This design comes from an exercise in tuning for a short achievable clock period and few clock cycles on the open sky130 flow, not from production work. The RTL was checked by simulation tests, not by an equivalence proof against the original design. Power is estimated from default activity; no workload was simulated.

Setup of lane 1:
// lc_3b_processor
module lc_3b_processor(clk,reset,mem_addr,mem_rdata,mem_wdata,mem_we,halt);
input clk,reset;
output [15:0] mem_addr;
input [15:0] mem_rdata;
output [15:0] mem_wdata;
output [1:0] mem_we;
output halt;
reg [15:0] areg;       
reg [15:0] fpc;        
reg        mcyc;       
reg        mld;        
reg        mbyte;      
reg [1:0]  we_r;
reg [15:0] wd_r;
reg        halt_r;
reg [15:0] rfd [0:7];   
reg [7:0]  rfv;         
wire [15:0] rf [0:7];
genvar g;
generate
  for (g = 0; g < 8; g = g + 1) begin : rfr
    assign rf[g] = rfv[g] ? rfd[g] : 16'd0;
  end
endgenerate
reg [15:0] ccv;        
reg        ccs;        
reg        d_v,  sk_v;
reg [15:0] d_ir, sk_ir;
reg [15:0] d_pc, sk_pc;      
reg [15:0] d_pc2, sk_pc2;    
reg        d_pt, sk_pt;      
reg [3:0]  d_hi, sk_hi;      
reg [15:0] d_np, sk_np;      
reg [15:0] d_off, sk_off;    
reg        d_sp, sk_sp;      
reg [7:0]  d_ra, sk_ra;      
reg [7:0]  d_rb, sk_rb;      
reg [7:0]  d_rs, sk_rs;      
function [15:0] f_off;
  input [15:0] w;
  f_off = (w[15:12] == 4'b0100) ? {{4{w[10]}}, w[10:0], 1'b0} : {{6{w[8]}}, w[8:0], 1'b0};
endfunction
function [7:0] f_1h;
  input [2:0] r;
  f_1h = 8'd1 << r;
endfunction
function f_sp;
  input [15:0] w;
  f_sp = ((w[15:12] == 4'b0100) & w[11]) |
         ((w[15:12] == 4'b0000) & (w[8:0] != 9'd0) & ((w[11:9] == 3'b111) | (w[8] & (w[11:9] != 3'b000))));
endfunction
reg        x_v;
reg [15:0] x_pc, x_pc2, x_brt, x_off, x_np;
reg        x_di;             
reg        x_pt;             
reg        x_bh;             
reg [3:0]  x_hi;
reg [15:0] x_a, x_b, x_s;
reg [2:0]  x_dr, x_sr1;
  ...
Size: about 1000 flip-flops, ~0.049 sq mm of cells after synthesis.
export LEC_CHECK = 0
export CAP_MARGIN = 20
export CORE_MARGIN = 2
export CORE_UTILIZATION = 40
export SETUP_SLACK_MARGIN = 5
export SLEW_MARGIN = 20
export TNS_END_PERCENT = 10
create_clock -name core_clock -period 8.0 [get_ports {clk}]
standard.sh (not shown) runs the stock make flow with config.mk's settings and CLKGATE_MAP_FILE= SYNTH_SCRIPT=/design/flow/synth_recipe.tcl, a recipe that flattens the netlist after the stock synthesis.
==> flow/flow/run.sh <==
#!/bin/bash
# The standard layout (the standard.sh: ORFS synthesis through finish), with
# one change: the buffers that ORFS puts on every input and output port are
# sky130_fd_sc_hd__buf_8 instead of the slow delay buffer buffer_ports picks by
# default, which footprint-matched resizing can then not replace.
set -euo pipefail
bash standard.sh BUFFER_PORTS_ARGS="-buffer_cell sky130_fd_sc_hd__buf_8" finish > flow_make.log 2>&1
Testbench counts of lane 1, summed over its fixed seeds: cycles 81,701.
## Diff of input files: lane 3 against lane 1
--- a/flow/design.v
+++ b/flow/design.v
@@ -44,21 +44,20 @@
   input [2:0] r;
   f_1h = 8'd1 << r;
 endfunction
 function f_sp;
   input [15:0] w;
   f_sp = ((w[15:12] == 4'b0100) & w[11]) |
          ((w[15:12] == 4'b0000) & (w[8:0] != 9'd0) & ((w[11:9] == 3'b111) | (w[8] & (w[11:9] != 3'b000))));
 endfunction
 reg        x_v;
 reg [15:0] x_pc, x_pc2, x_brt, x_off, x_np;
-reg        x_di;             
 reg        x_pt;             
 reg        x_bh;             
 reg [3:0]  x_hi;
 reg [15:0] x_a, x_b, x_s;
 reg [2:0]  x_dr, x_sr1;
 reg [7:0]  x_wa;             
 reg [7:0]  m_dr;             
 reg [3:0]  x_l_lo, x_l_hi, x_r_lo, x_r_hi, x_s_lo, x_s_hi;   
 reg [2:0]  x_nzp;
 reg        x_add, x_and, x_xor, x_shf, x_lea, x_jsr, x_jsrl, x_br, x_jmp, x_ld, x_st, x_word, x_br0;
@@ -100,21 +99,21 @@
 wire xcc = xv & (x_add | x_and | x_xor | x_shf | x_lea);
 wire cn = ccs & ccv[15];
 wire cz = ccs & (ccv == 16'd0);
 wire cp = ccs & ~ccv[15] & (ccv != 16'd0);
 wire br_take = x_br & ~x_br0 & ((x_nzp[2] & cn) | (x_nzp[1] & cz) | (x_nzp[0] & cp));
 wire jsr_reg = x_jsr & ~x_jsrl & (x_sr1 != 3'd7);    
 wire rel     = br_take | x_jsrl;
 wire indir   = x_jmp | jsr_reg;
 wire taken   = rel | indir;
 wire [15:0] tgt = (x_br | x_jsrl) ? x_brt : x_a;    
-wire tgt_bad = taken & (x_bh | x_di) & (x_np != tgt);
+wire tgt_bad = taken & x_bh & (x_np != tgt);
 wire mispred = xv & ~x_ld & ~x_st & ((x_pt != taken) | tgt_bad);
 wire [15:0] rtarget = taken ? tgt : x_pc2;
 wire [15:0] ea;
 add16 u_ea(.a(x_a), .b(x_off), .s(ea));
 wire xls = xv & (x_ld | x_st);
 wire bupd = xv & taken & (~x_bh | tgt_bad);
 reg        u_upd, u_inv, u_new, u_r7;
 reg [3:0]  u_idx;
 reg [15:0] u_tag, u_tgt;
 wire binv = xv & x_bh & ~taken;
@@ -161,27 +160,23 @@
     if (bh[k]) begin
       bhit = 1'b1; bidx = bidx | k; bt = bt | (br7[k] ? rf[7] : btgt[k]);
     end
   end
 end
 wire [15:0] apc2 = areg + 16'd2;
 wire [15:0] npred = bhit ? bt : apc2;
 wire xls_bad = xls & x_pt;
 wire squash = mispred | xls_bad;
 wire d_stt = d_v & ~d_pt & d_sp;
-wire d_ind = d_v & ~d_pt & ((dop == 4'b1100) | (d_jsr & ~d_ir[11] & ~d_ra[7]));
-wire [15:0] d_itgt = (sxa & x_lea) ? x_brt : rfa;
-wire d_pr = d_stt | d_ind;
-wire [15:0] dtgt = d_stt ? dbrt : d_itgt;
-wire dredir = d_pr & ~squash & (mcyc | ~xls);
-wire use_bt = ~mcyc & ~xls & ~d_pr;
-wire [15:0] alt = mcyc ? (d_pr ? dtgt : fpc) : xls ? ea : d_pr ? dtgt : apc2;
+wire dredir = d_stt & ~squash & (mcyc | ~xls);
+wire use_bt = ~mcyc & ~xls & ~d_stt;
+wire [15:0] alt = mcyc ? (d_stt ? dbrt : fpc) : xls ? ea : d_stt ? dbrt : apc2;
 wire [15:0] anext = ({16{use_bt}} & bt) | ({16{~(use_bt & bhit)}} & alt);
 wire halt_set = d_v & d_z & ~squash & ~(xv & x_st) & ~halt_r;
 integer i;
 always @(posedge clk) begin
   if (!reset) begin
     areg <= 16'd0;
     mcyc <= 1'b0;
     mld <= 1'b0;
     we_r <= 2'b00;
     halt_r <= 1'b0;
@@ -248,22 +243,22 @@
     btgt[u_idx] <= u_tgt;
     br7[u_idx] <= u_r7;
   end
   if (!mcyc && xls) begin
     fpc <= xls_bad ? x_pc2 : npred;
     m_dr <= x_wa;
     mbyte <= ~x_word;
     wd_r <= x_word ? x_s : {x_s[7:0], x_s[7:0]};
     sk_ir <= mem_rdata; sk_off <= f_off(mem_rdata); sk_sp <= f_sp(mem_rdata); sk_ra <= f_1h(mem_rdata[8:6]); sk_rb <= f_1h(mem_rdata[2:0]); sk_rs <= f_1h(mem_rdata[11:9]); sk_pc <= areg; sk_pc2 <= apc2; sk_pt <= bhit; sk_hi <= bidx; sk_np <= bt;
   end
-  x_pc <= d_pc; x_pc2 <= d_pc2; x_brt <= dbrt; x_np <= d_ind ? d_itgt : d_np; x_di <= d_ind;
-  x_pt <= d_pt | d_pr; x_bh <= d_pt; x_hi <= d_hi;
+  x_pc <= d_pc; x_pc2 <= d_pc2; x_brt <= dbrt; x_np <= d_np;
+  x_pt <= d_pt | d_stt; x_bh <= d_pt; x_hi <= d_hi;
   x_a <= opa; x_b <= opb; x_s <= ops;
   x_dr <= d_ir[11:9]; x_sr1 <= d_ir[8:6]; x_wa <= d_jsr ? 8'h80 : d_rs;
   x_nzp <= d_ir[11:9];
   x_l_lo <= {4{d_shf & (d_ir[5:4] == 2'b00)}} & (4'd1 << d_ir[1:0]);
   x_l_hi <= {4{d_shf & (d_ir[5:4] == 2'b00)}} & (4'd1 << d_ir[3:2]);
   x_r_lo <= {4{d_shf & (d_ir[5:4] == 2'b01)}} & (4'd1 << d_ir[1:0]);
   x_r_hi <= {4{d_shf & (d_ir[5:4] == 2'b01)}} & (4'd1 << d_ir[3:2]);
   x_s_lo <= {4{d_shf & d_ir[5]}} & (4'd1 << d_ir[1:0]);
   x_s_hi <= {4{d_shf & d_ir[5]}} & (4'd1 << d_ir[3:2]);
   x_off <= d_ir[14] ? {{9{d_ir[5]}}, d_ir[5:0], 1'b0} : {{10{d_ir[5]}}, d_ir[5:0]};
### Flow results
- All of lane 1 and lane 3 finish clean.
- Comparing lane 1 and lane 3, clock-cell share of area is higher on lane 3.
- Average cell area after synthesis (lane 3 over lane 1): increase, 0.11 sq um
- Of lane 1 and lane 3, the run reporting the higher overall track demand over capacity in global routing was lane 3.
- Compared with lane 1, in lane 3 total non-filler cell area in the finished layout fell by 2.0%; switching fraction of total power held; transition time at the pin with the least slew margin went down 0.073 ns.
- Of the two values seen for path type of the worst setup path, flip-flop to flip-flop was produced by lane 3 and flip-flop to output pin by lane 1.
Testbench counts of lane 3, summed over its fixed seeds: cycles 82,386.

========
Another version of the RTL of lc_3b_processor (not shown whole).
Size: roughly 53 I/O pins, ~48000 sq um of cells after synthesis.
clock: 8.0 ns
lec_check: 0
cap_margin: 20
core_margin: 2
core_utilization: 40
setup_slack_margin: 5
slew_margin: 20
tns_end_percent: 10
Scripts as last shown in full above: flow/flow/run.sh
The first run finished with timing, DRC and antenna clean.
Testbench counts at the start, summed over its fixed seeds: cycles 81,701.
Rerun with:
--- a/flow/design.v
+++ b/flow/design.v
@@ -158,20 +158,24 @@
 reg        bhit;
 reg [3:0]  bidx;
 reg [15:0] bt;
 integer k;
 wire [15:0] r7 = wb_r[7] ? wb_val : rf[7];    
 reg [NB-1:0] bh;
+reg        bhr;             
+reg [15:0] btt;             
 always @(*) begin
-  bhit = 1'b0; bidx = 4'd0; bt = 16'd0;
+  bhit = 1'b0; bidx = 4'd0; btt = 16'd0; bhr = 1'b0;
   for (k = 0; k < NB; k = k + 1) begin
     bh[k] = bv[k] && btag[k] == areg[TW:1];
     if (bh[k]) begin
-      bhit = 1'b1; bidx = bidx | k; bt = bt | (br7[k] ? r7 : btgt[k]);
+      bhit = 1'b1; bidx = bidx | k;
+      if (br7[k]) bhr = 1'b1; else btt = btt | btgt[k];
     end
   end
+  bt = btt | ({16{bhr}} & r7);
 end
 wire [15:0] apc2 = areg + 16'd2;
 wire [15:0] npred = bhit ? bt : apc2;
 wire xls_bad = xls & x_pt;
 wire squash = mispred | xls_bad;
 wire d_stt = d_v & ~d_pt & d_sp;
Wire length went down by 9.1%.
Final area went down by 3.0%.
Hold slack improves by 4.0 ps.
Die area came out lower by 3.6%.
Synthesized cell count shrinks by 13%.
Register-to-register slack gets better by 100 ps.
Clock-buffer cell count falls by 2.
Testbench counts after the change, summed over its fixed seeds: cycles 81,701.

========
Setup of run F:
Another version of the RTL of lc_3b_processor (not shown whole).
For scale: about 1,000 flip-flops, about 53 I/O pins, about 47,000 um2 of cells after synthesis.
clock: 8.0 ns
lec_check: 0
cap_margin: 20
core_margin: 2
core_utilization: 40
setup_slack_margin: 5
slew_margin: 20
tns_end_percent: 10
Scripts as last shown in full above: flow/flow/run.sh
Run F reached the end of the flow, and the finished layout is clean on the timing, design-rule and antenna checks.
Testbench counts of run F, summed over its fixed seeds: cycles 82,386.
Inputs modified between run F and run R:
-- flow/design.v --
<<< run F, line 56
reg [3:0]  x_hi;
reg [15:0] x_a, x_b, x_s;
reg [15:0] x_sa;             
reg [15:0] x_ia;             
reg [2:0]  x_dr, x_sr1;
reg [7:0]  x_wa;             
>>> run R, line 56
reg [3:0]  x_hi;
reg [15:0] x_a, x_b, x_s;
reg [2:0]  x_dr, x_sr1;
reg [7:0]  x_wa;             
<<< run F, line 66
localparam NB = 16;
reg        bv  [0:NB-1];
localparam TW = 8;          
reg [TW-1:0] btag[0:NB-1];
reg [15:0] btgt[0:NB-1];
>>> run R, line 64
localparam NB = 16;
reg        bv  [0:NB-1];
localparam TW = 9;          
reg [TW-1:0] btag[0:NB-1];
reg [15:0] btgt[0:NB-1];
<<< run F, line 81
  shl1 = 16'd0; shr1 = 16'd0; sra1 = 16'd0;
  for (j = 0; j < 4; j = j + 1) begin
    shl1 = shl1 | ({16{x_l_lo[j]}} & (x_sa << j));
    shr1 = shr1 | ({16{x_r_lo[j]}} & (x_sa >> j));
    sra1 = sra1 | ({16{x_s_lo[j]}} & ((x_sa >> j) | ~(16'hffff >> j) & {16{x_sa[15]}}));
  end
  shl = 16'd0; shr = 16'd0; sra = 16'd0;
>>> run R, line 79
  shl1 = 16'd0; shr1 = 16'd0; sra1 = 16'd0;
  for (j = 0; j < 4; j = j + 1) begin
    shl1 = shl1 | ({16{x_l_lo[j]}} & (x_a << j));
    shr1 = shr1 | ({16{x_r_lo[j]}} & (x_a >> j));
    sra1 = sra1 | ({16{x_s_lo[j]}} & ((x_a >> j) | ~(16'hffff >> j) & {16{x_a[15]}}));
  end
  shl = 16'd0; shr = 16'd0; sra = 16'd0;
<<< run F, line 108
wire indir   = x_jmp | jsr_reg;
wire taken   = rel | indir;
wire [15:0] tgt = (x_br | x_jsrl) ? x_brt : x_ia;    
wire tgt_bad = taken & x_bh & (x_np != tgt);
wire mispred = xv & ~x_ld & ~x_st & ((x_pt != taken) | tgt_bad);
wire [15:0] rtarget = taken ? tgt : x_pc2;
wire [15:0] ea;
add16 u_ea(.a(x_ia), .b(x_off), .s(ea));
wire xls = xv & (x_ld | x_st);
wire bupd = xv & taken & (~x_bh | tgt_bad);
>>> run R, line 106
wire indir   = x_jmp | jsr_reg;
wire taken   = rel | indir;
wire [15:0] tgt = (x_br | x_jsrl) ? x_brt : x_a;    
wire tgt_bad = taken & x_bh & (x_np != tgt);
wire mispred = xv & ~x_ld & ~x_st & ((x_pt != taken) | tgt_bad);
wire [15:0] rtarget = taken ? tgt : x_pc2;
wire [15:0] ea;
add16 u_ea(.a(x_a), .b(x_off), .s(ea));
wire xls = xv & (x_ld | x_st);
wire bupd = xv & taken & (~x_bh | tgt_bad);
<<< run F, line 155
reg [15:0] bt;
integer k;
reg [NB-1:0] bh;
reg        bhr;             
reg [15:0] btt;             
always @(*) begin
  bhit = 1'b0; bidx = 4'd0; btt = 16'd0; bhr = 1'b0;
  for (k = 0; k < NB; k = k + 1) begin
    bh[k] = bv[k] && btag[k] == areg[TW:1];
    if (bh[k]) begin
      bhit = 1'b1; bidx = bidx | k;
      if (br7[k]) bhr = 1'b1; else btt = btt | btgt[k];
    end
  end
  bt = btt | ({16{bhr}} & rf[7]);
end
wire [15:0] apc2 = areg + 16'd2;
>>> run R, line 153
reg [15:0] bt;
integer k;
always @(*) begin
  bhit = 1'b0; bidx = 4'd0; bt = 16'd0;
  for (k = 0; k < NB; k = k + 1)
    if (bv[k] && btag[k] == areg[TW:1]) begin
      bhit = 1'b1; bidx = bidx | k; bt = bt | (br7[k] ? rf[7] : btgt[k]);
    end
end
wire [15:0] apc2 = areg + 16'd2;
<<< run F, line 175
wire d_stt = d_v & ~d_pt & d_sp;
wire dredir = d_stt & ~squash & (mcyc | ~xls);
wire use_bt = ~mcyc & ~xls & ~d_stt;
wire [15:0] alt = mcyc ? (d_stt ? dbrt : fpc) : xls ? ea : d_stt ? dbrt : apc2;
wire [15:0] anext = ({16{use_bt}} & bt) | ({16{~(use_bt & bhit)}} & alt);
wire halt_set = d_v & d_z & ~squash & ~(xv & x_st) & ~halt_r;
integer i;
>>> run R, line 166
wire d_stt = d_v & ~d_pt & d_sp;
wire dredir = d_stt & ~squash & (mcyc | ~xls);
wire [15:0] anext = mcyc ? (d_stt ? dbrt : fpc) : xls ? ea : d_stt ? dbrt : npred;
wire halt_set = d_v & d_z & ~squash & ~(xv & x_st) & ~halt_r;
integer i;
<<< run F, line 260
  x_pt <= d_pt | d_stt; x_bh <= d_pt; x_hi <= d_hi;
  x_a <= opa; x_b <= opb; x_s <= ops;
  x_sa <= d_shf ? opa : 16'd0;
  x_ia <= ((dop == 4'b0010) | (dop == 4'b0110) | (dop == 4'b0011) | (dop == 4'b0111) | d_jsr | (dop == 4'b1100)) ? opa : 16'd0;
  x_dr <= d_ir[11:9]; x_sr1 <= d_ir[8:6]; x_wa <= d_jsr ? 8'h80 : d_rs;
  x_nzp <= d_ir[11:9];
>>> run R, line 249
  x_pt <= d_pt | d_stt; x_bh <= d_pt; x_hi <= d_hi;
  x_a <= opa; x_b <= opb; x_s <= ops;
  x_dr <= d_ir[11:9]; x_sr1 <= d_ir[8:6]; x_wa <= d_jsr ? 8'h80 : d_rs;
  x_nzp <= d_ir[11:9];
[summary]
Run R -> run F: worst hold slack after final layout flat. sky130_fd_sc_hd__a2111oi_0 as the critical-path cell with the highest stage delay was reported by run R, and sky130_fd_sc_hd__edfxtp_1 by run F. | clock network power share | run R vs run F | 0.9 points lower |. Run R reports a lower count of clock buffers in the final design than run F does. Diff run F -> run R: smallest setup slack after layout now sits higher; final layout net count went up. Run F tops out at a lower clock frequency than run R. Run R vs. run F: tap cell count shows an increase of 7.4%, post-placement cell area shows an increase of 3000 um2, post-synthesis mux area share shows an increase of 4.4 points.
Testbench counts of run R, summed over its fixed seeds: cycles 82,386.

## separate check: timing with driven ports
The flow's constraints put no driver on any port. The routed layouts listed below were extracted and timed again, unchanged, in two steps.
Step 1 sets driving cells, clkbuf_16 on the clock port and buf_2 on the other inputs (assumed; they add their load-dependent delay and slew).
Step 2 moves the port delays by t, midway between the first and last clock arrival at a register: inputs arrive t later, outputs are due t later. That takes back most of the time a late clock gives input paths.
Three values: ideal, step 1, step 2; two values: the first two.
run	t (ns)	setup slack, ns	hold WS [ns]	latest minus earliest clock arrival (ns)	cell pins on the clock port's net
lane 1	0.768	4.743 / 4.675 / 4.620	0.327 / 0.327 / 0.327	0.040 / 0.040	1
lane 3	0.776	4.847 / 4.821 / 4.344	0.309 / 0.309 / 0.309	0.055 / 0.055	1
the first run of note 2	0.773	4.829 / 4.829 / 4.292	0.323 / 0.323 / 0.323	0.029 / 0.030	1
the second run of note 2	0.782	4.924 / 4.845 / 4.517	0.327 / 0.327 / 0.327	0.055 / 0.054	1
run F	0.781	4.551 / 4.551 / 4.124	0.327 / 0.327 / 0.327	0.049 / 0.048	1
run R	0.812	4.818 / 4.781 / 4.254	0.325 / 0.325 / 0.325	0.039 / 0.039	1
After both steps every run listed still meets setup and hold. The setup slack of run R, which loses most, moves by -0.037 ns with the drivers and by -0.564 ns with both steps.
